Context: an optimization exercise on an open-source flow, tuned for small area. The choices shown serve that exercise and are no tape-out recipe. No activity file was given, so power comes from the tool's default toggle rates.

==> flow/design.v <==
module sync_fifo(input clk,reset,we,re,input [7:0]data_in, output empty,full,output reg [7:0]data_out);
reg [7:0] mem [15:0];
reg [4:0] count;
integer i;
assign full  = count[4];
assign empty = (count == 5'd0);
wire wr = we & ~full;
wire rd = re & ~empty;
always @(posedge clk) begin
  if (wr) begin
    mem[0] <= data_in;
    for (i = 1; i < 16; i = i + 1) mem[i] <= mem[i-1];
  end
end
always @(posedge clk or posedge reset) begin
  if (reset) count <= 5'd0;
  else if (wr & ~rd) count <= count + 5'd1;
  else if (rd & ~wr) count <= count - 5'd1;
end
wire [15:0] sel;
genvar k;
generate for (k = 0; k < 16; k = k + 1) begin : g
  assign sel[k] = (count[3:0] == ((k + 1) % 16));
end endgenerate
reg [7:0] rdata;
always @* begin
  rdata = 8'd0;
  for (i = 0; i < 16; i = i + 1) rdata = rdata | (mem[i] & {8{sel[i]}});
end
always @(posedge clk or posedge reset) begin
  if (reset) data_out <= 8'd0;
  else if (rd) data_out <= rdata;
end
endmodule
export LEC_CHECK = 0
export ABC_AREA = 1
export CAP_MARGIN = 20
export CORE_MARGIN = 2
export CORE_UTILIZATION = 60
export SLEW_MARGIN = 20
create_clock -name core_clock -period 4.0 [get_ports {clk}]
standard.sh (not shown) runs the stock make flow with config.mk's settings and CLKGATE_MAP_FILE= SYNTH_SCRIPT=/design/flow/synth_recipe.tcl, a recipe that flattens the netlist after the stock synthesis.
==> flow/flow/run.sh <==
#!/bin/bash
# Own layout flow: the standard ORFS flow, with
#  - an area-oriented ABC mapping script (ORFS's abc_area.script maps for delay),
#  - port buffers of the smallest buffer, buf_1,
#  - CTS without dummy loads and with one clock buffer type.
# Each step's full output goes to a log file in the work folder.
set -euo pipefail
W=$PWD
rm -rf "$W/scripts"
cp -r "$FLOW_HOME/scripts" "$W/scripts"
cp "$W/flow/abc_area.script" "$W/scripts/abc_area.script"
export BUFFER_PORTS_ARGS="-buffer_cell sky130_fd_sc_hd__buf_1"
export CTS_ARGS="-sink_clustering_enable -repair_clock_nets -dont_use_dummy_load -buf_list sky130_fd_sc_hd__clkbuf_8"
bash standard.sh SCRIPTS_DIR="$W/scripts" synth > "$W/synth.log" 2>&1
bash standard.sh SCRIPTS_DIR="$W/scripts" finish > "$W/finish.log" 2>&1
==> flow/flow/abc_area.script <==
strash
&get -n
&fraig -x
&put
scorr
dc2
strash
&get -n
&dch -f
&nf
&put
Rerun with:
--- a/flow/design.v
+++ b/flow/design.v
@@ -3,24 +3,33 @@
 reg [4:0] count;
 integer i;
 assign full  = count[4];
-assign empty = (count == 5'd0);
+assign empty = ~|count;
 wire wr = we & ~full;
 wire rd = re & ~empty;
+wire up = wr & ~rd;
+wire dn = rd & ~wr;
 always @(posedge clk) begin
   if (wr) begin
     mem[0] <= data_in;
     for (i = 1; i < 16; i = i + 1) mem[i] <= mem[i-1];
   end
 end
+wire [4:0] t;
+assign t[0] = up | dn;
+assign t[1] = (up &  count[0])             | (dn & ~count[0]);
+assign t[2] = (up & &count[1:0])           | (dn & ~|count[1:0]);
+assign t[3] = (up & &count[2:0])           | (dn & ~|count[2:0]);
+assign t[4] = (up & &count[3:0])           | (dn & ~|count[3:0]);
 always @(posedge clk or posedge reset) begin
   if (reset) count <= 5'd0;
-  else if (wr & ~rd) count <= count + 5'd1;
-  else if (rd & ~wr) count <= count - 5'd1;
+  else count <= count ^ t;
 end
+wire [3:0] lo = {count[1:0] == 2'd3, count[1:0] == 2'd2, count[1:0] == 2'd1, count[1:0] == 2'd0};
+wire [3:0] hi = {count[3:2] == 2'd3, count[3:2] == 2'd2, count[3:2] == 2'd1, count[3:2] == 2'd0};
 wire [15:0] sel;
 genvar k;
 generate for (k = 0; k < 16; k = k + 1) begin : g
-  assign sel[k] = (count[3:0] == ((k + 1) % 16));
+  assign sel[k] = lo[(k + 1) % 4] & hi[((k + 1) % 16) / 4];
 end endgenerate
 reg [7:0] rdata;
 always @* begin
After rerunning: First-iteration DRC count went down by 6.7%. Worst setup slack improved by 320 ps. Total power shrinks by 2.6%. Hold slack gains 29 ps. Wire length stays flat. Global-route usage goes up by 0.42 points.
No functional check of the RTL was part of any run of this note.

-- re-timing with driven ports --
Ports are ideal in the flow. The routed layouts listed here were re-timed in OpenROAD.
Step 1: set_driving_cell puts a clkbuf_16 on clk and a buf_2 on each other input, an assumption about the parent block.
Step 2 also shifts input and output timing later by t, the mid clock arrival at the registers, as if the neighbouring blocks saw the same clock.
Three values: ideal, step 1, step 2; two values: the first two.
run	t (ns)	setup slack, ns	hold slack, ns	worst setup path at the end	cell pins on the clock port's net
the first run	0.458	0.746 / 0.746 / 0.746	0.328 / 0.314 / 0.429	register to register	1
the second run	0.447	1.061 / 1.061 / 1.061	0.356 / 0.342 / 0.445	register to register	1
After both steps setup and hold are still met in every run listed.
